This design comes from an exercise in tuning for small area on the open sky130 flow, not from production work.
In this exercise RTL edits were held to simulation tests only and were not proved equivalent to the original.
Power figures rest on the tool's default switching activity, not on a simulated workload.

==> design.v <==
module bfsk_mod ( clk, rst, msg, dout, delay_cnt, ph1, ph2);
input  wire clk;
input  wire rst;
input  wire        [95:0] msg;
output wire signed [7:0]  dout;
output wire        [15:0] delay_cnt;
output wire        [31:0] ph1;
output wire        [31:0] ph2;
reg  [13:0] lf;          
reg         tx;          
reg  [95:0] shift_reg;
reg  [10:0] delay_bit;   
reg  [7:0]  DAC_r;
reg  [31:1] ph1_r;       
reg  [31:2] ph2_r;       
assign dout      = DAC_r;
assign delay_cnt = {5'd0, delay_bit};
assign ph1       = {ph1_r, 1'b0};
assign ph2       = {ph2_r, 2'b00};
wire t_wrap = ~lf[13] & lf[12] & ~lf[11] & ~lf[10] & lf[8] & lf[7] & ~lf[6] & lf[5] & ~lf[4] & lf[3] & lf[2] & lf[1] & lf[0];
wire d_last = &{delay_bit[10:9], delay_bit[5:0]};
wire f_last = ~lf[7] & ~lf[4] & lf[2] & ~lf[1] & ~lf[0];
wire lf_fb  = ~(lf[13] ^ lf[1] ^ lf[0]);
wire        bit_cur = shift_reg[95];
wire [11:0] addr = bit_cur ? ph1_r[31:20] : ph2_r[31:20];
wire [7:0] sample;
wire rom_n21, rom_n22, rom_n23, rom_n24, rom_n25, rom_n26, rom_n27, rom_n28;
wire rom_n29, rom_n30, rom_n31, rom_n32, rom_n33, rom_n34, rom_n35, rom_n36;
wire rom_n37, rom_n38, rom_n39, rom_n40, rom_n41, rom_n42, rom_n43, rom_n44;
wire rom_n45, rom_n46, rom_n47, rom_n48, rom_n49, rom_n50, rom_n51, rom_n52;
wire rom_n53, rom_n54, rom_n55, rom_n56, rom_n57, rom_n58, rom_n59, rom_n60;
wire rom_n61, rom_n62, rom_n63, rom_n64, rom_n65, rom_n66, rom_n67, rom_n68;
wire rom_n69, rom_n70, rom_n71, rom_n72, rom_n73, rom_n74, rom_n75, rom_n76;
wire rom_n77, rom_n78, rom_n79, rom_n80, rom_n81, rom_n82, rom_n83, rom_n84;
wire rom_n85, rom_n86, rom_n87, rom_n88, rom_n89, rom_n90, rom_n91, rom_n92;
wire rom_n93, rom_n94, rom_n95, rom_n96, rom_n97, rom_n98, rom_n99, rom_n100;
wire rom_n101, rom_n102, rom_n103, rom_n104, rom_n105, rom_n106, rom_n107, rom_n108;
wire rom_n109, rom_n110, rom_n111, rom_n112, rom_n113, rom_n114, rom_n115, rom_n116;
wire rom_n117, rom_n118, rom_n119, rom_n120, rom_n121, rom_n122, rom_n123, rom_n124;
wire rom_n125, rom_n126, rom_n127, rom_n128, rom_n129, rom_n130, rom_n131, rom_n132;
wire rom_n133, rom_n134, rom_n135, rom_n136, rom_n137, rom_n138, rom_n139, rom_n140;
wire rom_n141, rom_n142, rom_n143, rom_n144, rom_n145, rom_n146, rom_n147, rom_n148;
wire rom_n149, rom_n150, rom_n151, rom_n152, rom_n153, rom_n154, rom_n155, rom_n156;
wire rom_n157, rom_n158, rom_n159, rom_n160, rom_n161, rom_n162, rom_n163, rom_n164;
wire rom_n165, rom_n166, rom_n167, rom_n168, rom_n169, rom_n170, rom_n171, rom_n172;
wire rom_n173, rom_n174, rom_n175, rom_n176, rom_n177, rom_n178, rom_n179, rom_n180;
wire rom_n181, rom_n182, rom_n183, rom_n184, rom_n185, rom_n186, rom_n187, rom_n188;
wire rom_n189, rom_n190, rom_n191, rom_n192, rom_n193, rom_n194, rom_n195, rom_n196;
wire rom_n197, rom_n198, rom_n199, rom_n200, rom_n201, rom_n202, rom_n203, rom_n204;
wire rom_n205, rom_n206, rom_n207, rom_n208, rom_n209, rom_n210, rom_n211, rom_n212;
wire rom_n213, rom_n214, rom_n215, rom_n216, rom_n217, rom_n218, rom_n219, rom_n220;
wire rom_n221, rom_n222, rom_n223, rom_n224, rom_n225, rom_n226, rom_n227, rom_n228;
wire rom_n229, rom_n230, rom_n231, rom_n232, rom_n233, rom_n234, rom_n235, rom_n236;
wire rom_n237, rom_n238, rom_n239, rom_n240, rom_n241, rom_n242, rom_n243, rom_n244;
wire rom_n245, rom_n246, rom_n247, rom_n248, rom_n249, rom_n250, rom_n251, rom_n252;
wire rom_n253, rom_n254, rom_n255, rom_n256, rom_n257, rom_n258, rom_n259, rom_n260;
wire rom_n261, rom_n262, rom_n263, rom_n264, rom_n265, rom_n266, rom_n267, rom_n268;
wire rom_n269, rom_n270, rom_n271, rom_n272, rom_n273, rom_n274, rom_n275, rom_n276;
wire rom_n277, rom_n278, rom_n279, rom_n280, rom_n281, rom_n282, rom_n283, rom_n284;
wire rom_n285, rom_n286, rom_n287, rom_n288, rom_n289, rom_n290, rom_n291, rom_n292;
wire rom_n293, rom_n294, rom_n295, rom_n296, rom_n297, rom_n298, rom_n299, rom_n300;
wire rom_n301, rom_n302, rom_n303, rom_n304, rom_n305, rom_n306, rom_n307, rom_n308;
wire rom_n309, rom_n310, rom_n311, rom_n312, rom_n313, rom_n314, rom_n315, rom_n316;
wire rom_n317, rom_n318, rom_n319, rom_n320, rom_n321, rom_n322, rom_n323, rom_n324;
wire rom_n325, rom_n326, rom_n327, rom_n328, rom_n329, rom_n330, rom_n331, rom_n332;
wire rom_n333, rom_n334, rom_n335, rom_n336, rom_n337, rom_n338, rom_n339, rom_n340;
wire rom_n341, rom_n342, rom_n343, rom_n344, rom_n345, rom_n346, rom_n347, rom_n348;
wire rom_n349, rom_n350, rom_n351, rom_n352, rom_n353, rom_n354, rom_n355, rom_n356;
wire rom_n357, rom_n358, rom_n359, rom_n360, rom_n361, rom_n362, rom_n363, rom_n364;
wire rom_n365, rom_n366, rom_n367, rom_n368, rom_n369, rom_n370, rom_n371, rom_n372;
wire rom_n373, rom_n374, rom_n375, rom_n376, rom_n377, rom_n378, rom_n379, rom_n380;
wire rom_n381, rom_n382, rom_n383, rom_n384, rom_n385, rom_n386, rom_n387, rom_n389;
wire rom_n391, rom_n392, rom_n393, rom_n394, rom_n395, rom_n396, rom_n397, rom_n398;
wire rom_n399, rom_n400, rom_n401, rom_n402, rom_n403, rom_n404, rom_n405, rom_n406;
wire rom_n407, rom_n408, rom_n409, rom_n410, rom_n411, rom_n412, rom_n413, rom_n414;
wire rom_n415, rom_n416, rom_n417, rom_n418, rom_n419, rom_n420, rom_n421, rom_n422;
wire rom_n423, rom_n424, rom_n425, rom_n426, rom_n427, rom_n428, rom_n429, rom_n430;
wire rom_n431, rom_n432, rom_n434, rom_n435, rom_n436, rom_n437, rom_n438, rom_n439;
wire rom_n440, rom_n441, rom_n442, rom_n443, rom_n444, rom_n445, rom_n446, rom_n447;
wire rom_n448, rom_n449, rom_n450, rom_n451, rom_n452, rom_n453, rom_n454, rom_n455;
wire rom_n456, rom_n457, rom_n458, rom_n459, rom_n461, rom_n462, rom_n463, rom_n464;
wire rom_n465, rom_n466, rom_n467, rom_n468, rom_n469, rom_n470, rom_n471, rom_n472;
wire rom_n473, rom_n474, rom_n475, rom_n476, rom_n477, rom_n478, rom_n479, rom_n480;
wire rom_n481, rom_n482, rom_n484, rom_n485, rom_n486, rom_n487, rom_n488, rom_n489;
wire rom_n490, rom_n491, rom_n492, rom_n493, rom_n494, rom_n495, rom_n496, rom_n497;
wire rom_n498, rom_n499, rom_n500, rom_n501, rom_n503, rom_n504, rom_n505, rom_n506;
wire rom_n507, rom_n508, rom_n509, rom_n510, rom_n511, rom_n512, rom_n514, rom_n515;
wire rom_n516, rom_n517, rom_n518, rom_n519, rom_n520;
assign rom_n21 = ~addr[4]& ~addr[10];
assign rom_n22 = addr[4]& addr[10];
assign rom_n23 = ~rom_n21 & ~rom_n22;
assign rom_n24 = ~addr[5]& ~addr[10];
assign rom_n25 = addr[5]& addr[10];
assign rom_n26 = ~rom_n24 & ~rom_n25;
assign rom_n27 = rom_n23 & ~rom_n26;
assign rom_n28 = ~addr[2]& ~addr[10];
assign rom_n29 = addr[2]& addr[10];
assign rom_n30 = ~rom_n28 & ~rom_n29;
assign rom_n31 = ~addr[6]& ~addr[10];
assign rom_n32 = addr[6]& addr[10];
assign rom_n33 = ~rom_n31 & ~rom_n32;
assign rom_n34 = ~rom_n23 & ~rom_n26;
assign rom_n35 = rom_n33 & ~rom_n34;
assign rom_n36 = rom_n30 & rom_n35;
assign rom_n37 = ~addr[3]& ~addr[10];
assign rom_n38 = addr[3]& addr[10];
assign rom_n39 = ~rom_n37 & ~rom_n38;
assign rom_n40 = ~rom_n33 & rom_n39;
assign rom_n41 = ~rom_n30 & rom_n40;
assign rom_n42 = ~rom_n36 & ~rom_n41;
assign rom_n43 = rom_n27 & ~rom_n42;
assign rom_n44 = ~rom_n26 & ~rom_n33;
assign rom_n45 = ~rom_n30 & rom_n39;
assign rom_n46 = rom_n30 & ~rom_n39;
assign rom_n47 = ~rom_n45 & ~rom_n46;
assign rom_n48 = ~rom_n44 & rom_n47;
assign rom_n49 = ~rom_n23 & rom_n26;
assign rom_n50 = ~rom_n46 & rom_n49;
assign rom_n51 = addr[7]& addr[10];
assign rom_n52 = ~addr[7]& ~addr[10];
assign rom_n53 = ~rom_n51 & ~rom_n52;
assign rom_n54 = ~rom_n26 & ~rom_n30;
assign rom_n55 = ~rom_n33 & rom_n54;
assign rom_n56 = ~rom_n53 & ~rom_n55;
assign rom_n57 = ~rom_n50 & rom_n56;
assign rom_n58 = ~rom_n48 & rom_n57;
assign rom_n59 = ~rom_n43 & rom_n58;
assign rom_n60 = ~addr[8]& ~addr[10];
assign rom_n61 = addr[8]& addr[10];
assign rom_n62 = ~rom_n60 & ~rom_n61;
assign rom_n63 = rom_n26 & rom_n33;
assign rom_n64 = ~rom_n23 & ~rom_n39;
assign rom_n65 = ~rom_n47 & ~rom_n64;
assign rom_n66 = ~rom_n63 & ~rom_n65;
assign rom_n67 = rom_n30 & rom_n64;
assign rom_n68 = rom_n23 & rom_n39;
assign rom_n69 = rom_n63 & ~rom_n68;
assign rom_n70 = ~rom_n67 & rom_n69;
assign rom_n71 = rom_n53 & ~rom_n70;
assign rom_n72 = ~rom_n66 & rom_n71;
assign rom_n73 = rom_n62 & ~rom_n72;
assign rom_n74 = ~rom_n59 & rom_n73;
assign rom_n75 = ~rom_n44 & rom_n46;
assign rom_n76 = ~rom_n53 & ~rom_n62;
assign rom_n77 = ~rom_n75 & rom_n76;
assign rom_n78 = rom_n42 & rom_n77;
assign rom_n79 = ~rom_n23 & rom_n44;
assign rom_n80 = rom_n45 & ~rom_n79;
assign rom_n81 = rom_n30 & rom_n79;
assign rom_n82 = rom_n53 & ~rom_n62;
assign rom_n83 = ~rom_n81 & rom_n82;
assign rom_n84 = ~rom_n80 & rom_n83;
assign rom_n85 = addr[10]& ~addr[11];
assign rom_n86 = ~addr[10]& addr[11];
assign rom_n87 = ~rom_n85 & ~rom_n86;
assign rom_n88 = addr[9]& ~rom_n87;
assign rom_n89 = ~addr[9]& rom_n87;
assign rom_n90 = ~rom_n88 & ~rom_n89;
assign rom_n91 = ~addr[11]& ~rom_n90;
assign rom_n92 = addr[11]& rom_n90;
assign rom_n93 = ~rom_n91 & ~rom_n92;
assign rom_n94 = ~rom_n84 & ~rom_n93;
assign rom_n95 = ~rom_n78 & rom_n94;
assign rom_n96 = ~rom_n74 & rom_n95;
assign rom_n97 = rom_n39 & ~rom_n43;
assign rom_n98 = rom_n30 & rom_n49;
assign rom_n99 = ~rom_n33 & rom_n53;
assign rom_n100 = ~rom_n98 & rom_n99;
assign rom_n101 = ~rom_n97 & rom_n100;
assign rom_n102 = rom_n47 & ~rom_n53;
assign rom_n103 = rom_n33 & rom_n53;
assign rom_n104 = rom_n23 & rom_n26;
assign rom_n105 = ~rom_n39 & ~rom_n67;
assign rom_n106 = ~rom_n104 & ~rom_n105;
assign rom_n107 = rom_n103 & ~rom_n106;
assign rom_n108 = ~rom_n102 & ~rom_n107;
assign rom_n109 = ~rom_n101 & rom_n108;
assign rom_n110 = ~rom_n62 & ~rom_n109;
assign rom_n111 = rom_n40 & ~rom_n54;
assign rom_n112 = rom_n62 & ~rom_n111;
assign rom_n113 = ~rom_n34 & ~rom_n104;
assign rom_n114 = rom_n33 & ~rom_n113;
assign rom_n115 = ~rom_n30 & ~rom_n68;
assign rom_n116 = ~rom_n64 & ~rom_n115;
assign rom_n117 = rom_n114 & rom_n116;
assign rom_n118 = rom_n112 & ~rom_n117;
assign rom_n119 = rom_n53 & rom_n62;
assign rom_n120 = rom_n93 & ~rom_n119;
assign rom_n121 = ~rom_n118 & rom_n120;
assign rom_n122 = ~rom_n110 & rom_n121;
assign rom_n123 = ~rom_n96 & ~rom_n122;
assign rom_n124 = rom_n26 & rom_n53;
assign rom_n125 = ~rom_n23 & ~rom_n53;
assign rom_n126 = ~rom_n53 & rom_n63;
assign rom_n127 = ~rom_n125 & ~rom_n126;
assign rom_n128 = ~rom_n124 & rom_n127;
assign rom_n129 = rom_n33 & rom_n49;
assign rom_n130 = ~rom_n128 & ~rom_n129;
assign rom_n131 = rom_n62 & ~rom_n130;
assign rom_n132 = ~rom_n62 & ~rom_n125;
assign rom_n133 = rom_n23 & rom_n53;
assign rom_n134 = ~rom_n79 & ~rom_n133;
assign rom_n135 = rom_n132 & rom_n134;
assign rom_n136 = ~rom_n131 & ~rom_n135;
assign rom_n137 = ~rom_n93 & ~rom_n136;
assign rom_n138 = rom_n99 & rom_n113;
assign rom_n139 = rom_n127 & ~rom_n138;
assign rom_n140 = rom_n62 & ~rom_n139;
assign rom_n141 = ~rom_n62 & ~rom_n124;
assign rom_n142 = rom_n93 & ~rom_n141;
assign rom_n143 = ~rom_n140 & rom_n142;
assign rom_n144 = ~rom_n137 & ~rom_n143;
assign rom_n145 = rom_n123 & rom_n144;
assign rom_n146 = ~rom_n123 & ~rom_n144;
assign rom_n147 = ~rom_n145 & ~rom_n146;
assign rom_n148 = ~addr[1]& ~addr[10];
assign rom_n149 = addr[1]& addr[10];
assign rom_n150 = ~rom_n148 & ~rom_n149;
assign rom_n151 = ~addr[0]& ~addr[10];
assign rom_n152 = addr[0]& addr[10];
assign rom_n153 = ~rom_n151 & ~rom_n152;
assign rom_n154 = ~rom_n87 & rom_n153;
assign rom_n155 = ~rom_n150 & ~rom_n154;
assign rom_n156 = ~rom_n30 & rom_n150;
assign rom_n157 = rom_n150 & rom_n154;
assign rom_n158 = rom_n30 & rom_n157;
assign rom_n159 = ~rom_n156 & ~rom_n158;
assign rom_n160 = rom_n39 & ~rom_n159;
assign rom_n161 = rom_n34 & ~rom_n160;
assign rom_n162 = ~rom_n155 & ~rom_n161;
assign rom_n163 = ~rom_n30 & ~rom_n155;
assign rom_n164 = ~rom_n157 & ~rom_n163;
assign rom_n165 = rom_n154 & rom_n156;
assign rom_n166 = ~rom_n39 & ~rom_n165;
assign rom_n167 = ~rom_n164 & ~rom_n166;
assign rom_n168 = rom_n104 & ~rom_n167;
assign rom_n169 = rom_n39 & ~rom_n165;
assign rom_n170 = rom_n30 & ~rom_n155;
assign rom_n171 = ~rom_n39 & ~rom_n170;
assign rom_n172 = ~rom_n169 & ~rom_n171;
assign rom_n173 = rom_n27 & ~rom_n172;
assign rom_n174 = ~rom_n168 & ~rom_n173;
assign rom_n175 = rom_n162 & rom_n174;
assign rom_n176 = rom_n33 & ~rom_n175;
assign rom_n177 = rom_n87 & ~rom_n153;
assign rom_n178 = ~rom_n150 & rom_n177;
assign rom_n179 = ~rom_n30 & ~rom_n178;
assign rom_n180 = ~rom_n150 & ~rom_n179;
assign rom_n181 = rom_n150 & ~rom_n177;
assign rom_n182 = ~rom_n30 & rom_n181;
assign rom_n183 = ~rom_n39 & ~rom_n182;
assign rom_n184 = ~rom_n180 & ~rom_n183;
assign rom_n185 = rom_n104 & ~rom_n184;
assign rom_n186 = rom_n64 & ~rom_n180;
assign rom_n187 = rom_n23 & ~rom_n39;
assign rom_n188 = rom_n30 & rom_n187;
assign rom_n189 = rom_n181 & rom_n188;
assign rom_n190 = ~rom_n26 & ~rom_n189;
assign rom_n191 = ~rom_n23 & rom_n165;
assign rom_n192 = ~rom_n150 & ~rom_n153;
assign rom_n193 = ~rom_n30 & ~rom_n192;
assign rom_n194 = rom_n187 & rom_n193;
assign rom_n195 = ~rom_n191 & ~rom_n194;
assign rom_n196 = rom_n190 & rom_n195;
assign rom_n197 = ~rom_n186 & rom_n196;
assign rom_n198 = ~rom_n185 & ~rom_n197;
assign rom_n199 = ~rom_n33 & ~rom_n198;
assign rom_n200 = rom_n30 & ~rom_n192;
assign rom_n201 = rom_n39 & ~rom_n200;
assign rom_n202 = ~rom_n39 & rom_n164;
assign rom_n203 = ~rom_n201 & ~rom_n202;
assign rom_n204 = rom_n49 & ~rom_n203;
assign rom_n205 = ~rom_n199 & ~rom_n204;
assign rom_n206 = ~rom_n176 & rom_n205;
assign rom_n207 = ~rom_n53 & ~rom_n206;
assign rom_n208 = rom_n30 & ~rom_n153;
assign rom_n209 = ~rom_n180 & ~rom_n208;
assign rom_n210 = ~rom_n39 & ~rom_n156;
assign rom_n211 = rom_n209 & ~rom_n210;
assign rom_n212 = rom_n30 & rom_n39;
assign rom_n213 = rom_n181 & rom_n212;
assign rom_n214 = ~rom_n26 & rom_n213;
assign rom_n215 = rom_n23 & ~rom_n214;
assign rom_n216 = ~rom_n211 & rom_n215;
assign rom_n217 = ~rom_n39 & rom_n170;
assign rom_n218 = rom_n34 & ~rom_n217;
assign rom_n219 = ~rom_n39 & ~rom_n200;
assign rom_n220 = ~rom_n169 & ~rom_n219;
assign rom_n221 = rom_n49 & ~rom_n220;
assign rom_n222 = ~rom_n218 & ~rom_n221;
assign rom_n223 = ~rom_n216 & rom_n222;
assign rom_n224 = rom_n99 & ~rom_n223;
assign rom_n225 = rom_n49 & ~rom_n213;
assign rom_n226 = ~rom_n158 & ~rom_n179;
assign rom_n227 = ~rom_n39 & ~rom_n226;
assign rom_n228 = rom_n225 & ~rom_n227;
assign rom_n229 = rom_n30 & ~rom_n178;
assign rom_n230 = rom_n39 & ~rom_n229;
assign rom_n231 = ~rom_n171 & ~rom_n230;
assign rom_n232 = rom_n104 & ~rom_n231;
assign rom_n233 = rom_n153 & rom_n156;
assign rom_n234 = ~rom_n39 & ~rom_n233;
assign rom_n235 = rom_n163 & ~rom_n234;
assign rom_n236 = rom_n27 & ~rom_n235;
assign rom_n237 = ~rom_n218 & ~rom_n236;
assign rom_n238 = ~rom_n232 & rom_n237;
assign rom_n239 = ~rom_n228 & rom_n238;
assign rom_n240 = rom_n103 & ~rom_n239;
assign rom_n241 = rom_n62 & ~rom_n240;
assign rom_n242 = ~rom_n224 & rom_n241;
assign rom_n243 = ~rom_n207 & rom_n242;
assign rom_n244 = ~rom_n154 & ~rom_n184;
assign rom_n245 = ~rom_n234 & ~rom_n244;
assign rom_n246 = rom_n104 & ~rom_n245;
assign rom_n247 = rom_n46 & ~rom_n178;
assign rom_n248 = rom_n39 & ~rom_n155;
assign rom_n249 = rom_n209 & rom_n248;
assign rom_n250 = ~rom_n247 & ~rom_n249;
assign rom_n251 = rom_n27 & rom_n250;
assign rom_n252 = rom_n39 & ~rom_n182;
assign rom_n253 = ~rom_n158 & rom_n252;
assign rom_n254 = ~rom_n171 & ~rom_n253;
assign rom_n255 = rom_n34 & ~rom_n254;
assign rom_n256 = ~rom_n33 & ~rom_n49;
assign rom_n257 = ~rom_n150 & ~rom_n193;
assign rom_n258 = rom_n40 & ~rom_n257;
assign rom_n259 = ~rom_n256 & ~rom_n258;
assign rom_n260 = ~rom_n255 & ~rom_n259;
assign rom_n261 = ~rom_n251 & rom_n260;
assign rom_n262 = ~rom_n246 & rom_n261;
assign rom_n263 = ~rom_n158 & rom_n183;
assign rom_n264 = ~rom_n23 & ~rom_n201;
assign rom_n265 = ~rom_n263 & rom_n264;
assign rom_n266 = rom_n150 & rom_n187;
assign rom_n267 = ~rom_n208 & rom_n266;
assign rom_n268 = ~rom_n26 & ~rom_n267;
assign rom_n269 = ~rom_n265 & rom_n268;
assign rom_n270 = ~rom_n39 & ~rom_n163;
assign rom_n271 = ~rom_n181 & rom_n270;
assign rom_n272 = ~rom_n169 & ~rom_n271;
assign rom_n273 = rom_n49 & ~rom_n272;
assign rom_n274 = ~rom_n39 & rom_n257;
assign rom_n275 = rom_n39 & ~rom_n233;
assign rom_n276 = rom_n104 & rom_n275;
assign rom_n277 = rom_n33 & ~rom_n276;
assign rom_n278 = ~rom_n274 & rom_n277;
assign rom_n279 = ~rom_n273 & rom_n278;
assign rom_n280 = ~rom_n269 & rom_n279;
assign rom_n281 = ~rom_n53 & ~rom_n280;
assign rom_n282 = ~rom_n262 & rom_n281;
assign rom_n283 = rom_n161 & ~rom_n247;
assign rom_n284 = ~rom_n219 & ~rom_n252;
assign rom_n285 = ~rom_n160 & ~rom_n284;
assign rom_n286 = rom_n27 & rom_n285;
assign rom_n287 = rom_n49 & ~rom_n284;
assign rom_n288 = rom_n104 & rom_n171;
assign rom_n289 = ~rom_n276 & ~rom_n288;
assign rom_n290 = ~rom_n287 & rom_n289;
assign rom_n291 = ~rom_n286 & rom_n290;
assign rom_n292 = ~rom_n283 & rom_n291;
assign rom_n293 = rom_n103 & ~rom_n292;
assign rom_n294 = rom_n26 & rom_n285;
assign rom_n295 = ~rom_n219 & ~rom_n253;
assign rom_n296 = rom_n27 & ~rom_n295;
assign rom_n297 = rom_n34 & ~rom_n179;
assign rom_n298 = rom_n171 & rom_n297;
assign rom_n299 = rom_n34 & rom_n275;
assign rom_n300 = ~rom_n298 & ~rom_n299;
assign rom_n301 = ~rom_n296 & rom_n300;
assign rom_n302 = ~rom_n294 & rom_n301;
assign rom_n303 = rom_n99 & ~rom_n302;
assign rom_n304 = ~rom_n62 & ~rom_n303;
assign rom_n305 = ~rom_n293 & rom_n304;
assign rom_n306 = ~rom_n282 & rom_n305;
assign rom_n307 = ~rom_n243 & ~rom_n306;
assign rom_n308 = ~rom_n93 & ~rom_n307;
assign rom_n309 = rom_n68 & rom_n229;
assign rom_n310 = ~rom_n23 & ~rom_n270;
assign rom_n311 = rom_n193 & rom_n310;
assign rom_n312 = rom_n248 & rom_n311;
assign rom_n313 = ~rom_n309 & ~rom_n312;
assign rom_n314 = ~rom_n26 & ~rom_n313;
assign rom_n315 = rom_n181 & rom_n288;
assign rom_n316 = rom_n33 & ~rom_n315;
assign rom_n317 = ~rom_n314 & rom_n316;
assign rom_n318 = ~rom_n39 & rom_n158;
assign rom_n319 = rom_n26 & rom_n318;
assign rom_n320 = rom_n39 & rom_n156;
assign rom_n321 = ~rom_n68 & ~rom_n320;
assign rom_n322 = rom_n54 & ~rom_n178;
assign rom_n323 = ~rom_n34 & ~rom_n322;
assign rom_n324 = ~rom_n321 & ~rom_n323;
assign rom_n325 = ~rom_n33 & ~rom_n324;
assign rom_n326 = ~rom_n319 & rom_n325;
assign rom_n327 = ~rom_n53 & ~rom_n326;
assign rom_n328 = ~rom_n317 & rom_n327;
assign rom_n329 = ~rom_n23 & ~rom_n210;
assign rom_n330 = ~rom_n230 & rom_n329;
assign rom_n331 = rom_n30 & rom_n99;
assign rom_n332 = ~rom_n225 & rom_n331;
assign rom_n333 = rom_n330 & rom_n332;
assign rom_n334 = ~rom_n328 & ~rom_n333;
assign rom_n335 = rom_n62 & ~rom_n334;
assign rom_n336 = rom_n170 & ~rom_n250;
assign rom_n337 = ~rom_n23 & ~rom_n336;
assign rom_n338 = ~rom_n187 & ~rom_n323;
assign rom_n339 = ~rom_n337 & rom_n338;
assign rom_n340 = ~rom_n189 & ~rom_n330;
assign rom_n341 = rom_n26 & ~rom_n340;
assign rom_n342 = rom_n99 & ~rom_n341;
assign rom_n343 = ~rom_n339 & rom_n342;
assign rom_n344 = rom_n23 & rom_n179;
assign rom_n345 = ~rom_n311 & ~rom_n344;
assign rom_n346 = ~rom_n33 & ~rom_n299;
assign rom_n347 = rom_n34 & rom_n166;
assign rom_n348 = rom_n27 & ~rom_n320;
assign rom_n349 = ~rom_n182 & rom_n348;
assign rom_n350 = ~rom_n347 & ~rom_n349;
assign rom_n351 = rom_n346 & rom_n350;
assign rom_n352 = ~rom_n345 & rom_n351;
assign rom_n353 = ~rom_n252 & rom_n310;
assign rom_n354 = rom_n187 & rom_n233;
assign rom_n355 = rom_n26 & ~rom_n354;
assign rom_n356 = ~rom_n353 & rom_n355;
assign rom_n357 = rom_n27 & ~rom_n193;
assign rom_n358 = rom_n33 & ~rom_n357;
assign rom_n359 = ~rom_n297 & rom_n358;
assign rom_n360 = ~rom_n356 & rom_n359;
assign rom_n361 = ~rom_n53 & ~rom_n360;
assign rom_n362 = ~rom_n352 & rom_n361;
assign rom_n363 = ~rom_n230 & ~rom_n270;
assign rom_n364 = rom_n34 & ~rom_n363;
assign rom_n365 = rom_n27 & ~rom_n318;
assign rom_n366 = rom_n64 & rom_n165;
assign rom_n367 = rom_n26 & ~rom_n366;
assign rom_n368 = ~rom_n309 & rom_n367;
assign rom_n369 = ~rom_n365 & ~rom_n368;
assign rom_n370 = ~rom_n364 & rom_n369;
assign rom_n371 = rom_n103 & ~rom_n370;
assign rom_n372 = ~rom_n62 & ~rom_n371;
assign rom_n373 = ~rom_n362 & rom_n372;
assign rom_n374 = ~rom_n343 & rom_n373;
assign rom_n375 = ~rom_n335 & ~rom_n374;
assign rom_n376 = rom_n93 & ~rom_n375;
assign rom_n377 = ~rom_n308 & ~rom_n376;
assign rom_n378 = rom_n147 & rom_n377;
assign rom_n379 = ~rom_n147 & ~rom_n377;
assign rom_n380 = ~rom_n378 & ~rom_n379;
assign rom_n381 = addr[9]& rom_n32;
assign rom_n382 = rom_n34 & rom_n381;
assign rom_n383 = rom_n76 & rom_n192;
assign rom_n384 = rom_n382 & rom_n383;
assign rom_n385 = rom_n105 & rom_n384;
assign rom_n386 = ~addr[11]& ~rom_n385;
assign rom_n387 = ~rom_n380 & rom_n386;
assign sample[7] = addr[11]& ~rom_n385;
assign rom_n389 = rom_n380 & sample[7];
assign sample[0] = rom_n387 | rom_n389;
assign rom_n391 = rom_n53 & ~rom_n138;
assign rom_n392 = ~rom_n114 & rom_n391;
assign rom_n393 = rom_n132 & ~rom_n392;
assign rom_n394 = ~rom_n26 & ~rom_n99;
assign rom_n395 = ~rom_n27 & rom_n62;
assign rom_n396 = ~rom_n124 & rom_n395;
assign rom_n397 = ~rom_n394 & rom_n396;
assign rom_n398 = rom_n93 & ~rom_n397;
assign rom_n399 = ~rom_n393 & rom_n398;
assign rom_n400 = ~rom_n53 & rom_n113;
assign rom_n401 = ~rom_n392 & ~rom_n400;
assign rom_n402 = ~rom_n63 & ~rom_n401;
assign rom_n403 = rom_n62 & ~rom_n402;
assign rom_n404 = rom_n141 & ~rom_n400;
assign rom_n405 = ~rom_n93 & ~rom_n404;
assign rom_n406 = ~rom_n403 & rom_n405;
assign rom_n407 = ~rom_n399 & ~rom_n406;
assign rom_n408 = rom_n76 & rom_n212;
assign rom_n409 = rom_n72 & rom_n112;
assign rom_n410 = rom_n33 & ~rom_n82;
assign rom_n411 = ~rom_n76 & ~rom_n124;
assign rom_n412 = ~rom_n410 & ~rom_n411;
assign rom_n413 = rom_n62 & rom_n104;
assign rom_n414 = ~rom_n133 & ~rom_n413;
assign rom_n415 = ~rom_n412 & rom_n414;
assign rom_n416 = ~rom_n30 & ~rom_n415;
assign rom_n417 = rom_n33 & rom_n54;
assign rom_n418 = ~rom_n76 & rom_n417;
assign rom_n419 = rom_n39 & ~rom_n418;
assign rom_n420 = ~rom_n93 & rom_n419;
assign rom_n421 = ~rom_n416 & rom_n420;
assign rom_n422 = ~rom_n409 & rom_n421;
assign rom_n423 = ~rom_n408 & ~rom_n422;
assign rom_n424 = ~rom_n407 & ~rom_n423;
assign rom_n425 = rom_n407 & rom_n423;
assign rom_n426 = ~rom_n424 & ~rom_n425;
assign rom_n427 = ~rom_n145 & ~rom_n378;
assign rom_n428 = ~rom_n426 & rom_n427;
assign rom_n429 = rom_n426 & ~rom_n427;
assign rom_n430 = ~rom_n428 & ~rom_n429;
assign rom_n431 = rom_n386 & ~rom_n430;
assign rom_n432 = sample[7]& rom_n430;
assign sample[1] = rom_n431 | rom_n432;
assign rom_n434 = ~rom_n53 & ~rom_n113;
assign rom_n435 = ~rom_n104 & rom_n391;
assign rom_n436 = ~rom_n434 & ~rom_n435;
assign rom_n437 = ~rom_n62 & ~rom_n436;
assign rom_n438 = ~rom_n53 & ~rom_n63;
assign rom_n439 = ~rom_n44 & rom_n62;
assign rom_n440 = rom_n438 & rom_n439;
assign rom_n441 = rom_n93 & ~rom_n440;
assign rom_n442 = ~rom_n437 & rom_n441;
assign rom_n443 = ~rom_n62 & rom_n392;
assign rom_n444 = ~rom_n27 & ~rom_n114;
assign rom_n445 = rom_n119 & ~rom_n444;
assign rom_n446 = ~rom_n129 & ~rom_n256;
assign rom_n447 = ~rom_n53 & ~rom_n446;
assign rom_n448 = ~rom_n93 & ~rom_n447;
assign rom_n449 = ~rom_n445 & rom_n448;
assign rom_n450 = ~rom_n443 & rom_n449;
assign rom_n451 = ~rom_n442 & ~rom_n450;
assign rom_n452 = ~rom_n425 & rom_n427;
assign rom_n453 = ~rom_n424 & ~rom_n452;
assign rom_n454 = addr[11]& ~rom_n453;
assign rom_n455 = ~addr[11]& rom_n453;
assign rom_n456 = ~rom_n454 & ~rom_n455;
assign rom_n457 = ~rom_n451 & rom_n456;
assign rom_n458 = rom_n451 & ~rom_n456;
assign rom_n459 = ~rom_n385 & ~rom_n458;
assign sample[2] = ~rom_n457 & rom_n459;
assign rom_n461 = rom_n62 & rom_n435;
assign rom_n462 = ~rom_n33 & ~rom_n104;
assign rom_n463 = ~rom_n63 & ~rom_n462;
assign rom_n464 = ~rom_n53 & ~rom_n463;
assign rom_n465 = rom_n82 & ~rom_n462;
assign rom_n466 = ~rom_n35 & rom_n465;
assign rom_n467 = ~rom_n464 & ~rom_n466;
assign rom_n468 = ~rom_n461 & rom_n467;
assign rom_n469 = ~rom_n93 & ~rom_n468;
assign rom_n470 = rom_n76 & ~rom_n129;
assign rom_n471 = ~rom_n463 & rom_n470;
assign rom_n472 = ~rom_n99 & ~rom_n439;
assign rom_n473 = rom_n93 & rom_n472;
assign rom_n474 = ~rom_n471 & rom_n473;
assign rom_n475 = ~rom_n469 & ~rom_n474;
assign rom_n476 = ~rom_n451 & ~rom_n453;
assign rom_n477 = addr[11]& ~rom_n476;
assign rom_n478 = ~addr[11]& rom_n476;
assign rom_n479 = ~rom_n477 & ~rom_n478;
assign rom_n480 = ~rom_n475 & rom_n479;
assign rom_n481 = rom_n475 & ~rom_n479;
assign rom_n482 = ~rom_n385 & ~rom_n481;
assign sample[3] = ~rom_n480 & rom_n482;
assign rom_n484 = rom_n62 & rom_n438;
assign rom_n485 = ~rom_n62 & ~rom_n438;
assign rom_n486 = ~rom_n484 & ~rom_n485;
assign rom_n487 = ~rom_n93 & rom_n486;
assign rom_n488 = rom_n76 & rom_n462;
assign rom_n489 = ~rom_n62 & ~rom_n488;
assign rom_n490 = rom_n93 & rom_n489;
assign rom_n491 = ~rom_n487 & ~rom_n490;
assign rom_n492 = ~rom_n103 & ~rom_n491;
assign rom_n493 = ~rom_n93 & rom_n465;
assign rom_n494 = ~rom_n492 & ~rom_n493;
assign rom_n495 = rom_n475 & rom_n476;
assign rom_n496 = addr[11]& ~rom_n495;
assign rom_n497 = ~addr[11]& rom_n495;
assign rom_n498 = ~rom_n496 & ~rom_n497;
assign rom_n499 = ~rom_n494 & rom_n498;
assign rom_n500 = rom_n494 & ~rom_n498;
assign rom_n501 = ~rom_n385 & ~rom_n500;
assign sample[4] = ~rom_n499 & rom_n501;
assign rom_n503 = ~rom_n465 & ~rom_n484;
assign rom_n504 = ~rom_n93 & rom_n503;
assign rom_n505 = ~rom_n488 & ~rom_n504;
assign rom_n506 = rom_n494 & rom_n495;
assign rom_n507 = addr[11]& ~rom_n506;
assign rom_n508 = ~addr[11]& rom_n506;
assign rom_n509 = ~rom_n507 & ~rom_n508;
assign rom_n510 = ~rom_n505 & rom_n509;
assign rom_n511 = rom_n505 & ~rom_n509;
assign rom_n512 = ~rom_n385 & ~rom_n511;
assign sample[5] = ~rom_n510 & rom_n512;
assign rom_n514 = rom_n505 & rom_n506;
assign rom_n515 = rom_n62 & rom_n504;
assign rom_n516 = ~rom_n506 & rom_n515;
assign rom_n517 = ~rom_n514 & ~rom_n516;
assign rom_n518 = addr[11]& ~rom_n517;
assign rom_n519 = ~rom_n90 & rom_n517;
assign rom_n520 = ~rom_n385 & ~rom_n519;
assign sample[6] = ~rom_n518 & rom_n520;
always @(posedge clk) begin
  if (rst) begin
    lf        <= 14'd0;
    tx        <= 1'b0;
    delay_bit <= 11'd0;
    DAC_r     <= 8'h80;
    ph1_r     <= 31'd0;
    ph2_r     <= 30'd0;
  end else begin
    lf <= t_wrap ? 14'd0 : {lf[12:0], lf_fb};
    if (!tx) begin
      tx        <= t_wrap;
      DAC_r     <= 8'd0;
      delay_bit <= 11'd0;
      ph1_r     <= 31'd0;
      ph2_r     <= 30'd0;
    end else begin
      DAC_r     <= sample;
      delay_bit <= d_last ? 11'd0 : delay_bit + 11'd1;
      if (d_last && f_last) tx <= 1'b0;
      if (bit_cur) ph1_r <= ph1_r + 31'd5368709;    
      else         ph2_r <= ph2_r + 30'd5368709;    
    end
  end
end
wire sr_load  = ~tx;
wire sr_shift = tx & d_last;
wire sr_hold  = tx & ~d_last;
always @(posedge clk)
  shift_reg <= ({96{sr_load}}  & msg)
             | ({96{sr_shift}} & {shift_reg[94:0], 1'b0})
             | ({96{sr_hold}}  & shift_reg);
endmodule
==> config.mk <==
export PLATFORM = sky130hd
export DESIGN_NAME = bfsk_mod
export DESIGN_NICKNAME = bfsk_mod
export VERILOG_FILES = /design/flow/design.v
export SDC_FILE = /design/flow/constraint.sdc
export NUM_CORES = 4
export LEC_CHECK = 0
export CAP_MARGIN = 20
export CORE_MARGIN = 2
export CORE_UTILIZATION = 55
export SLEW_MARGIN = 20
export SYNTH_MEMORY_MAX_BITS = 131072
==> flow/run.sh <==
#!/bin/bash
# Own flow: the standard layout (standard.sh) with three changes:
#  - synthesis maps the logic with an area-oriented ABC script
#    (flow/synth.tcl, flow/abc_area.script); the registers are the same;
#  - port buffers are buf_1 cells instead of the delay cell buffer_ports picks;
#  - CTS builds the tree from clkbuf_8 cells and adds no dummy loads.
set -euo pipefail
W=$PWD
export OWN_FLOW_DIR=$W/flow
export BUFFER_PORTS_ARGS="-buffer_cell sky130_fd_sc_hd__buf_1"
export CTS_ARGS="-sink_clustering_enable -repair_clock_nets -dont_use_dummy_load -buf_list sky130_fd_sc_hd__clkbuf_8"
sed "s|SYNTH_SCRIPT=[^ ]*|SYNTH_SCRIPT=$W/flow/synth.tcl|" standard.sh > $W/standard_own.sh
bash $W/standard_own.sh > $W/flow_make.log 2>&1
==> flow/synth.tcl <==
# Same synthesis as synth_recipe.tcl, but every abc call uses flow/abc_area.script.
proc abc {args} {
  set i [lsearch -exact $args -script]
  if { $i >= 0 } {
    lset args [expr { $i + 1 }] $::env(OWN_FLOW_DIR)/abc_area.script
  }
  puts "own abc: $args"
  yosys abc {*}$args
}
source $::env(OWN_FLOW_DIR)/../synth_recipe.tcl
==> standard.sh <==
#!/bin/bash
# synth_recipe.tcl (not shown) runs the flow's synth.tcl, then flattens the netlist and writes it again
# the make line also repeats each setting of config.mk as NAME=value (left out here)
make -C /OpenROAD-flow-scripts/flow DESIGN_CONFIG=/design/flow/config.mk WORK_HOME=/design/flow/orfs CLKGATE_MAP_FILE= SYNTH_SCRIPT=/design/flow/synth_recipe.tcl "${@:-finish}"
==> flow/abc_area.script <==
strash
dc2
&get -n
&deepsyn -T 300
&put
dch
amap
topo
==> constraint.sdc <==
create_clock -name core_clock -period 8.0 [get_ports {clk}]
set_input_delay 1.6000 -clock core_clock [delete_from_list [all_inputs] [get_ports {clk}]]
set_output_delay 1.6000 -clock core_clock [all_outputs]
set_load 0.01 [all_outputs]
==> flow_summary.html, run 1 <==
<table>
<tr><th>Metric</th><th>Value</th></tr>
<tr><th colspan="2">Power</th></tr>
<tr><td>Design Power</td><td>around 1.7 mW</td></tr>
<tr><td>Leakage component of the power</td><td>about 3.4 nW</td></tr>
<tr><td>Worst ir drop on vdd</td><td>roughly 150 µV</td></tr>
<tr><td>Total power density per cell area</td><td>170 mW/mm²</td></tr>
<tr><th colspan="2">Clock network</th></tr>
<tr><td>Number of buffers between clock root and the deepest sink</td><td>2</td></tr>
<tr><td>Clock transition at the register clock pins on the worst setup and hold paths after CTS</td><td>roughly 0.090 ns</td></tr>
<tr><td>Buffers inserted during post-CTS setup optimization</td><td>0</td></tr>
<tr><td>Clock latency of the later-clocked register in the worst-skew pair</td><td>around 0.47 ns</td></tr>
<tr><td>CTS H-Tree Depth</td><td>4</td></tr>
<tr><td>Clock sink count</td><td>~190</td></tr>
<tr><td>Hold buffers post-CTS</td><td>0</td></tr>
<tr><td>CTS tree</td><td>yes</td></tr>
<tr><td>Library cell used as clock root buffer</td><td>clkbuf_8</td></tr>
<tr><td>Total clock buffers created by CTS</td><td>17</td></tr>
<tr><td>Cts repair resizes</td><td>0</td></tr>
<tr><th colspan="2">Critical path</th></tr>
<tr><td>Stage delay of the slowest cell on the critical path</td><td>0.58 ns</td></tr>
<tr><td>Family of cells with the greatest summed delay on the critical path</td><td>compound AO/OA/AOI/OAI gates</td></tr>
<tr><td>Critical Path Start Type</td><td>flip-flop</td></tr>
<tr><td>Cell occurring most often along the worst timing path</td><td>clkinv_1</td></tr>
<tr><td>Critical Path AT</td><td>6.72 ns</td></tr>
<tr><td>Required time of the worst setup path</td><td>about 8.3 ns</td></tr>
<tr><td>Worst setup path class</td><td>reg2reg</td></tr>
<tr><td>Worst-path maximum fanout</td><td>32</td></tr>
<tr><td>WP buf/inv</td><td>6</td></tr>
<tr><td>Endpoint kind of the worst setup timing path</td><td>flip-flop</td></tr>
<tr><td>Worst path slowest cell</td><td>o22ai_1</td></tr>
<tr><th colspan="2">Global route</th></tr>
<tr><td>First-pass GRT wire length</td><td>37.2 mm</td></tr>
<tr><td>Sum of overflow across all layers after global routing</td><td>0</td></tr>
<tr><td>Via count of the first global-routing pass</td><td>~7600</td></tr>
<tr><td>Maximum number of pins on one net before global-route repair</td><td>between 90 and 100</td></tr>
<tr><td>Number of antenna violations at the first check in global routing</td><td>0</td></tr>
<tr><td>Total routing resource utilization after global routing</td><td>between 20 and 30%</td></tr>
<tr><th colspan="2">Die</th></tr>
<tr><td>Core region area</td><td>approximately 0.015 mm²</td></tr>
<tr><td>Chip Height</td><td>129 µm</td></tr>
<tr><td>Overall die width</td><td>around 130 µm</td></tr>
<tr><td>Area enclosed by the die boundary</td><td>0.0166 mm²</td></tr>
<tr><td># rows</td><td>45</td></tr>
<tr><td>I/O pin total</td><td>around 190</td></tr>
<tr><td>Effective utilization at floorplan</td><td>between 50% and 60%</td></tr>
<tr><th colspan="2">Finish</th></tr>
<tr><td>Syn-to-layout area delta</td><td>13.9%</td></tr>
<tr><td>Most common cell after layout, fill and taps aside</td><td>nor2_1</td></tr>
<tr><td>Number of flip-flops under the largest register name</td><td>96</td></tr>
<tr><td>Final instance area</td><td>approximately 0.0097 mm²</td></tr>
<tr><td>Filler Cells Inserted</td><td>1405</td></tr>
<tr><td>Non-filler instance count after layout</td><td>between 1000 and 1500</td></tr>
<tr><td>Layout net count</td><td>between 1000 and 1500</td></tr>
<tr><td>Commonest non-fill, non-tap cells in the layout</td><td>196 x nor2_1, 191 x dfxtp_1, 177 x buf_1</td></tr>
<tr><td>Proportion of layout cells with a drive suffix above 1</td><td>2.51%</td></tr>
<tr><td>Post-Route Utilization</td><td>between 60% and 70%</td></tr>
<tr><td># diodes</td><td>0</td></tr>
<tr><th colspan="2">STA</th></tr>
<tr><td>Transition time at the pin with the least slew margin</td><td>1.03 ns</td></tr>
<tr><td>Count of endpoints failing hold in the final timing report</td><td>0</td></tr>
<tr><td>Final critical-path share of the clock period</td><td>about four fifths</td></tr>
<tr><td>Final hold slack</td><td>between 0.4 and 0.5 ns</td></tr>
<tr><td>Number of setup violations in the final report</td><td>0</td></tr>
<tr><td>Setup TNS</td><td>0 ns</td></tr>
<tr><td>Fmax</td><td>157 MHz</td></tr>
<tr><td>Final Slew Violations</td><td>0</td></tr>
<tr><td>Clock tree skew after final layout</td><td>between 0.03 and 0.04 ns</td></tr>
<tr><td>Post-route setup slack</td><td>1.62 ns</td></tr>
<tr><td>Unrepaired setup endpoints after global routing</td><td>false</td></tr>
<tr><td>Final critical path time including I/O delays and setup</td><td>~6.4 ns</td></tr>
<tr><td>Slew Limit Headroom</td><td>roughly a third</td></tr>
<tr><th colspan="2">Yosys</th></tr>
<tr><td>Register bit total from synthesis</td><td>around 190</td></tr>
<tr><td>Cell variety after synth</td><td>between 40 and 50</td></tr>
<tr><td>Leading register cell type out of synthesis</td><td>dfxtp_1</td></tr>
<tr><td>Post-synth ARST share</td><td>0%</td></tr>
<tr><td>Number of warnings reported in the yosys synthesis log</td><td>1</td></tr>
<tr><td>Average cell area after synthesis</td><td>~8.3 µm²</td></tr>
<tr><td>Part of the Yosys area used for sequential elements</td><td>44.7%</td></tr>
<tr><td>Number of enable-type register cells in the synthesized netlist</td><td>0</td></tr>
<tr><td>Combined area of all synthesized cells</td><td>about 0.0086 mm²</td></tr>
<tr><td>Number of instances in the synthesized netlist</td><td>1032</td></tr>
<tr><th colspan="2">Routing</th></tr>
<tr><td>Uppermost layer routed</td><td>met4</td></tr>
<tr><td>Total Wirelength</td><td>approximately 23 mm</td></tr>
<tr><td>Routed WL per cell</td><td>~16 µm</td></tr>
<tr><td>Residual antenna-violating net count after detailed routing</td><td>0</td></tr>
<tr><td>Total number of vias</td><td>roughly 8600</td></tr>
<tr><td>Via-to-Cell Ratio</td><td>between 6 and 7</td></tr>
<tr><td>Met2 WL</td><td>a little over 10 mm</td></tr>
<tr><td>Total iterations of the first detailed-routing run</td><td>9</td></tr>
<tr><td>DRC violation total after the first TritonRoute iteration</td><td>between 900 and 1000</td></tr>
<tr><td>Met1 layer wirelength in the final routing</td><td>roughly 9.9 mm</td></tr>
<tr><td>Met3 Wirelength</td><td>between 2 and 2.5 mm</td></tr>
<tr><td>Final routed DRC violation total</td><td>0</td></tr>
<tr><th colspan="2">Placed design</th></tr>
<tr><td>Cell Count Post-Placement</td><td>around 1400</td></tr>
<tr><td>Hpwl dp</td><td>about 17 mm</td></tr>
<tr><td>RePlAce Congestion</td><td>between 0.9 and 1</td></tr>
<tr><td>Number of I/O port buffers</td><td>about 180</td></tr>
<tr><td>Area of placed instances</td><td>0.00952 mm²</td></tr>
<tr><td>Pre-CTS WS</td><td>around 1.8 ns</td></tr>
<tr><th colspan="2">Status</th></tr>
<tr><td>Result of the run</td><td>complete, no violations</td></tr>
<tr><th colspan="2">Run</th></tr>
<tr><td>Max cap viols</td><td>0</td></tr>
<tr><th colspan="2">Worst hold path</th></tr>
<tr><td>Kind of path behind the tightest hold check</td><td>reg2reg</td></tr>
</table>
layout make-up:
class	count	area [µm²]	share of cell area, %
multi-input cells	665	4050	41.6
flip-flops and latches	191	3820	39.2
repair buffers	188	747	7.66
inverters	175	657	6.74
well taps	188	235	2.41
clock buffers	17	234	2.40
synthesized netlist by cell type (6+ instances only):
library cell  number  area, µm²
o22ai_1           17        106
buf_4              8       60.1
a21oi_1           47        235
nor2b_1            9       56.3
nor2_1           197        739
nor3_1            23        115
a211oi_1          37        278
o21a_1             7       52.6
and3_1             6       37.5
nand2_1           52        195
o31ai_1            9       67.6
dfxtp_1          191       3820
ha_1              14        175
o21ai_0           55        275
clkinv_1         175        657
o221ai_1           7       61.3
a222oi_1          94        941
a221oi_1           9       78.8
a311oi_1           8       70.1
cells by family after synthesis:
kind of cell	share of synthesized area, %
AO/OA/AOI/OAI	29.0
AND/OR/NAND/NOR	15.4
flip-flops	44.7
adder cells (fa/ha/maj)	2.52
other	0.0438
buffers and inverters	8.38
worst register-to-register path: stages (launching register included):
cell and delay, ns:
dfxtp_1 0.32, buf_4 0.32, clkinv_1 0.17, buf_4 0.25
o22ai_1 0.50, clkinv_1 0.36, o22ai_1 0.58, clkinv_1 0.26
nor2_1 0.30, nor2_1 0.10, or3_1 0.39, o311ai_0 0.29
o21ai_0 0.16, o21a_1 0.13, a41o_1 0.20, o2111a_1 0.11
a31oi_1 0.14, o22ai_1 0.12, fa_1 0.38, clkinv_1 0.06
fa_1 0.16, nand2_1 0.08, nor2_1 0.26, nand2_1 0.14
o21ai_0 0.17, a31oi_1 0.07, o31ai_1 0.22
worst paths after layout:
check | from | end | slack, ns | cells after the start
setup / recovery | shift_reg[95] | DAC_r[6] | 1.62 | 26
hold / removal | lf[10] | lf[11] | 0.41 | 2
hold reg to reg | lf[10] | lf[11] | 0.41 | 2
setup reg to reg | shift_reg[95] | DAC_r[6] | 1.62 | 26
power breakdown:
group / internal, mW / switching [mW]
registers: 0.978 / 0.0150
logic: 0.0704 / 0.113
clock network: 0.188 / 0.289
total: 1.24 / 0.417
routing by layer:
layer | up-vias | track usage (%)
li1 | 4221 | -
met2 | 393 | 42.8
met3 | 85 | 8.57
met1 | 3902 | 36.2
met4 | 0 | 13.4
met5 | - | 0
==> run 2, diff against run 1 <==
==> flow/run.sh (replaced) <==
#!/bin/bash
# Own flow: the standard layout (standard.sh) with three changes:
#  - synthesis maps the logic with an area-oriented ABC script
#    (flow/synth.tcl, flow/abc_area.script); the registers are the same;
#  - port buffers are buf_1 cells instead of the delay cell buffer_ports picks;
#  - CTS adds no dummy loads.
set -euo pipefail
W=$PWD
export OWN_FLOW_DIR=$W/flow
export BUFFER_PORTS_ARGS="-buffer_cell sky130_fd_sc_hd__buf_1"
export CTS_ARGS="-sink_clustering_enable -repair_clock_nets -dont_use_dummy_load"
sed "s|SYNTH_SCRIPT=[^ ]*|SYNTH_SCRIPT=$W/flow/synth.tcl|" standard.sh > $W/standard_own.sh
bash $W/standard_own.sh > $W/flow_make.log 2>&1
==> run 2 against run 1 <==
- still clean on timing, DRC and antenna
- flip-flop and latch count unchanged
- non-clock buffer count unchanged
- core utilization up 1.3 points
- count of clock-buffer cells in the layout unchanged
- total power up 13%
- clock power up 44%
- cell count unchanged
- synthesized area unchanged
- register-to-register slack worse by 0.02 ns
- setup slack worse by 0.018 ns
- critical path type unchanged
- largest cell class unchanged
- highest routed layer unchanged
==> flow_summary.html, run 2 <==
<table>
<tr><th>Metric</th><th>Value</th></tr>
<tr><th colspan="2">Global route</th></tr>
<tr><td>First-pass GRT wire length</td><td>37.6 mm (+1.1%)</td></tr>
<tr><td>Total routing resource utilization after global routing</td><td>28.4% (+0.42 points)</td></tr>
<tr><td>Number of antenna violations at the first check in global routing</td><td>0 (unchanged)</td></tr>
<tr><td>Sum of overflow across all layers after global routing</td><td>0 (unchanged)</td></tr>
<tr><td>Maximum number of pins on one net before global-route repair</td><td>98 (unchanged)</td></tr>
<tr><td>Via count of the first global-routing pass</td><td>7686 (+0.59%)</td></tr>
<tr><th colspan="2">Die</th></tr>
<tr><td>Overall die width</td><td>129 µm (unchanged)</td></tr>
<tr><td>Core region area</td><td>0.0152 mm² (unchanged)</td></tr>
<tr><td>Chip Height</td><td>129 µm (unchanged)</td></tr>
<tr><td>I/O pin total</td><td>186 (unchanged)</td></tr>
<tr><td>Effective utilization at floorplan</td><td>56.3% (unchanged)</td></tr>
<tr><td># rows</td><td>45 (unchanged)</td></tr>
<tr><td>Area enclosed by the die boundary</td><td>0.0166 mm² (unchanged)</td></tr>
<tr><th colspan="2">Clock network</th></tr>
<tr><td>Buffers inserted during post-CTS setup optimization</td><td>0 (unchanged)</td></tr>
<tr><td>Clock latency of the later-clocked register in the worst-skew pair</td><td>0.43 ns (-0.04 ns)</td></tr>
<tr><td>Cts repair resizes</td><td>0 (unchanged)</td></tr>
<tr><td>Total clock buffers created by CTS</td><td>17 (unchanged)</td></tr>
<tr><td>Clock transition at the register clock pins on the worst setup and hold paths after CTS</td><td>0.07 ns (-0.02 ns)</td></tr>
<tr><td>Number of buffers between clock root and the deepest sink</td><td>2 (unchanged)</td></tr>
<tr><td>Library cell used as clock root buffer</td><td>clkbuf_16</td></tr>
<tr><td>Clock sink count</td><td>191 (unchanged)</td></tr>
<tr><td>CTS H-Tree Depth</td><td>4 (unchanged)</td></tr>
<tr><td>Hold buffers post-CTS</td><td>0 (unchanged)</td></tr>
<tr><td>CTS tree</td><td>yes</td></tr>
<tr><th colspan="2">Finish</th></tr>
<tr><td>Syn-to-layout area delta</td><td>16.2%</td></tr>
<tr><td>Layout net count</td><td>1352 (unchanged)</td></tr>
<tr><td>Number of flip-flops under the largest register name</td><td>96 (unchanged)</td></tr>
<tr><td>Filler Cells Inserted</td><td>1379 (-1.9%)</td></tr>
<tr><td>Proportion of layout cells with a drive suffix above 1</td><td>2.51% (unchanged)</td></tr>
<tr><td>Commonest non-fill, non-tap cells in the layout</td><td>196 x nor2_1, 191 x dfxtp_1, 177 x buf_1</td></tr>
<tr><td># diodes</td><td>0 (unchanged)</td></tr>
<tr><td>Final instance area</td><td>0.00994 mm² (+2.0%)</td></tr>
<tr><td>Non-filler instance count after layout</td><td>1424 (unchanged)</td></tr>
<tr><td>Most common cell after layout, fill and taps aside</td><td>nor2_1</td></tr>
<tr><th colspan="2">Power</th></tr>
<tr><td>Worst ir drop on vdd</td><td>172 µV (+14%)</td></tr>
<tr><td>Leakage component of the power</td><td>3.49 nW (+2.6%)</td></tr>
<tr><td>Total power density per cell area</td><td>187 mW/mm² (+10%)</td></tr>
<tr><th colspan="2">Routing</th></tr>
<tr><td>Residual antenna-violating net count after detailed routing</td><td>0 (unchanged)</td></tr>
<tr><td>Total number of vias</td><td>8599 (-0.023%)</td></tr>
<tr><td>Total Wirelength</td><td>23.7 mm (+1.7%)</td></tr>
<tr><td>Routed WL per cell</td><td>16.6 µm (+1.7%)</td></tr>
<tr><td>DRC violation total after the first TritonRoute iteration</td><td>1045 (+5.0%)</td></tr>
<tr><td>Final routed DRC violation total</td><td>0 (unchanged)</td></tr>
<tr><td>Via-to-Cell Ratio</td><td>6.04 (about the same)</td></tr>
<tr><td>Total iterations of the first detailed-routing run</td><td>9 (unchanged)</td></tr>
<tr><th colspan="2">STA</th></tr>
<tr><td>Clock tree skew after final layout</td><td>0.0231 ns (-0.0125 ns)</td></tr>
<tr><td>Setup TNS</td><td>0 ns (unchanged)</td></tr>
<tr><td>Fmax</td><td>156 MHz (-0.29%)</td></tr>
<tr><td>Number of setup violations in the final report</td><td>0 (unchanged)</td></tr>
<tr><td>Final critical path time including I/O delays and setup</td><td>6.39 ns (+0.0183 ns)</td></tr>
<tr><td>Slew Limit Headroom</td><td>31.3% (-0.24 points)</td></tr>
<tr><td>Unrepaired setup endpoints after global routing</td><td>false</td></tr>
<tr><td>Transition time at the pin with the least slew margin</td><td>1.03 ns (+0.00355 ns)</td></tr>
<tr><td>Count of endpoints failing hold in the final timing report</td><td>0 (unchanged)</td></tr>
<tr><td>Final Slew Violations</td><td>0 (unchanged)</td></tr>
<tr><td>Final critical-path share of the clock period</td><td>79.9% (+0.23 points)</td></tr>
<tr><th colspan="2">Worst hold path</th></tr>
<tr><td>Cell count of the worst hold path</td><td>2 (unchanged)</td></tr>
<tr><td>Kind of path behind the tightest hold check</td><td>reg2reg</td></tr>
<tr><td>Hold EP</td><td>lf[11]</td></tr>
<tr><td>Hold Startpoint</td><td>lf[10]</td></tr>
<tr><th colspan="2">Yosys</th></tr>
<tr><td>Top cell type's share of synthesized area</td><td>44.7% (unchanged)</td></tr>
<tr><td>Cell variety after synth</td><td>45 (unchanged)</td></tr>
<tr><td>Leading register cell type out of synthesis</td><td>dfxtp_1</td></tr>
<tr><td>Part of the Yosys area used for sequential elements</td><td>44.7% (unchanged)</td></tr>
<tr><td>Number of enable-type register cells in the synthesized netlist</td><td>0 (unchanged)</td></tr>
<tr><td>List of most frequent post-synthesis cells</td><td>197 x nor2_1, 191 x dfxtp_1, 175 x clkinv_1</td></tr>
<tr><td>Combined area of all synthesized cells</td><td>0.00856 mm² (unchanged)</td></tr>
<tr><td>Leading cell types by total area after synthesis</td><td>dfxtp_1 45%, a222oi_1 11%, nor2_1 8.6%</td></tr>
<tr><td>Register bit total from synthesis</td><td>191 (unchanged)</td></tr>
<tr><td>Number of warnings reported in the yosys synthesis log</td><td>1 (unchanged)</td></tr>
<tr><td>Post-synth ARST share</td><td>0% (unchanged)</td></tr>
<tr><td>Dominant cell by count in the synthesized netlist</td><td>nor2_1</td></tr>
<tr><td>Number of instances in the synthesized netlist</td><td>1032 (unchanged)</td></tr>
<tr><td>Average cell area after synthesis</td><td>8.29 µm² (unchanged)</td></tr>
<tr><td>Most area-hungry cell type in the Yosys netlist</td><td>dfxtp_1</td></tr>
<tr><th colspan="2">Placed design</th></tr>
<tr><td>Hpwl dp</td><td>16.6 mm (unchanged)</td></tr>
<tr><td>Area of placed instances</td><td>0.00952 mm² (unchanged)</td></tr>
<tr><td>RePlAce Congestion</td><td>0.997 (unchanged)</td></tr>
<tr><td>Number of I/O port buffers</td><td>177 (unchanged)</td></tr>
<tr><td>Cell Count Post-Placement</td><td>1407 (unchanged)</td></tr>
<tr><th colspan="2">Critical path</th></tr>
<tr><td>Critical Path Start Type</td><td>flip-flop</td></tr>
<tr><td>Endpoint kind of the worst setup timing path</td><td>flip-flop</td></tr>
<tr><td>Worst R2R Path Depth</td><td>26 (unchanged)</td></tr>
<tr><td>Required time of the worst setup path</td><td>8.32 ns (-0.02 ns)</td></tr>
<tr><td>Worst-path maximum fanout</td><td>32 (unchanged)</td></tr>
<tr><td>Register-to-Register Setup Slack</td><td>1.61 ns (-0.02 ns)</td></tr>
<tr><td>End of the worst register-to-register path</td><td>DAC_r[6]</td></tr>
<tr><td>Critical Path AT</td><td>6.71 ns (about the same)</td></tr>
<tr><td>Worst setup path class</td><td>reg2reg</td></tr>
<tr><td>Worst flop-to-flop path startpoint</td><td>shift_reg[95]</td></tr>
<tr><th colspan="2">Run</th></tr>
<tr><td>Max cap viols</td><td>0 (unchanged)</td></tr>
<tr><th colspan="2">Status</th></tr>
<tr><td>Result of the run</td><td>complete, no violations</td></tr>
</table>
==> run 2: how the worst max path moves through the flow <==
| stage | from | endpoint | slack, ns | cells after the start |
|---|---|---|---|---|
| 2_1_floorplan | shift_reg[95] | DAC_r[6] | 1.75 | 22 |
| 3_3_place_gp | shift_reg[95] | DAC_r[6] | 1.91 | 26 |
| 3_5_place_dp | shift_reg[95] | DAC_r[6] | 1.80 | 26 |
| 4_1_cts | shift_reg[95] | DAC_r[6] | 1.78 | 26 |
| 5_1_grt | shift_reg[95] | DAC_r[6] | 0.92 | 26 |
| 6_report | shift_reg[95] | DAC_r[6] | 1.61 | 26 |
==> run 2: routing by layer <==
| layer | up-vias | global-route usage [%] | share of wire, % |
|---|---|---|---|
| met5 | - | 0 | 0 |
| met4 | 0 | 13.6 | 3.3 |
| met3 | 62 | 8.48 | 9.2 |
| met2 | 416 | 43.7 | 45 |
| met1 | 3893 | 36.7 | 43 |
| li1 | 4228 | - | - |
==> run 2: final cells by class <==
type                       count  area [µm²]  share of cell area [%]
clock buffer                  17         425                    4.28
inverter                     175         657                    6.61
multi-input combinational    665        4050                    40.8
sequential                   191        3820                    38.5
tap                          188         235                    2.37
timing repair buffer         188         747                    7.51
==> run 2: logic make-up (layout without fill, tap and decap cells) <==
family	count (synthesis)	in the layout	synth area share, %
adders and majority gates	16	16	2.52
AOI/OAI and AO/OA	327	327	29.0
and+or+nand+nor	314	314	15.4
other	1	8	0.0438
buffers and inverters	183	380	8.38
DFF	191	191	44.7
==> run 2: power breakdown <==
part / switching [mW] / internal, mW / total [mW]
Sequential: 0.0152 / 0.979 / 0.994
Clock: 0.315 / 0.370 / 0.685
Combinational: 0.114 / 0.0704 / 0.184
Total: 0.444 / 1.42 / 1.86
==> run 2: per-stage QoR <==
step	hold slack [ns]	setup slack, ns	util (%)	power, mW
after floorplan	0.403	1.75	-	1.14
after global placement	0.416	1.91	62.6	1.19
after detailed placement	0.423	1.80	62.6	1.19
after CTS	0.421	1.78	65.4	1.87
after global routing	0.441	0.921	65.4	1.94
final	0.419	1.61	65.4	1.86
==> run 2: critical path, stage by stage, from the launching register on <==
cell and delay, ns:
dfxtp_1 0.31, buf_4 0.32, clkinv_1 0.17, buf_4 0.25, o22ai_1 0.52, clkinv_1 0.38
o22ai_1 0.57, clkinv_1 0.25, nor2_1 0.30, nor2_1 0.10, or3_1 0.39, o311ai_0 0.30
o21ai_0 0.16, o21a_1 0.14, a41o_1 0.20, o2111a_1 0.11, a31oi_1 0.14, o22ai_1 0.13
fa_1 0.38, clkinv_1 0.06, fa_1 0.17, nand2_1 0.08, nor2_1 0.24, nand2_1 0.12
o21ai_0 0.17, a31oi_1 0.07, o31ai_1 0.22

==> static timing again, ports no longer ideal <==
How much do the figures lean on ideal ports? The routed layouts below were timed once more, with nothing changed but the port constraints. Step 1 assumes that a clkbuf_16 drives the clock port and a buf_2 every other input. Step 2 also shifts input and output timing later by t, the mid clock arrival at the registers, as if the neighbouring blocks saw the same clock. Slacks: ideal / step 1 / step 2; pairs: ideal / step 1.
run	t, ns	setup WS [ns]	latest minus earliest clock arrival (ns)	worst data-port slew with drivers (ns)	pins driven straight from the clock port
run 1	0.490	1.624 / 1.624 / 1.624	0.035 / 0.036	0.06	1
run 2	0.462	1.606 / 1.606 / 1.606	0.024 / 0.023	0.06	1
After both steps setup and hold are still met in every run listed.
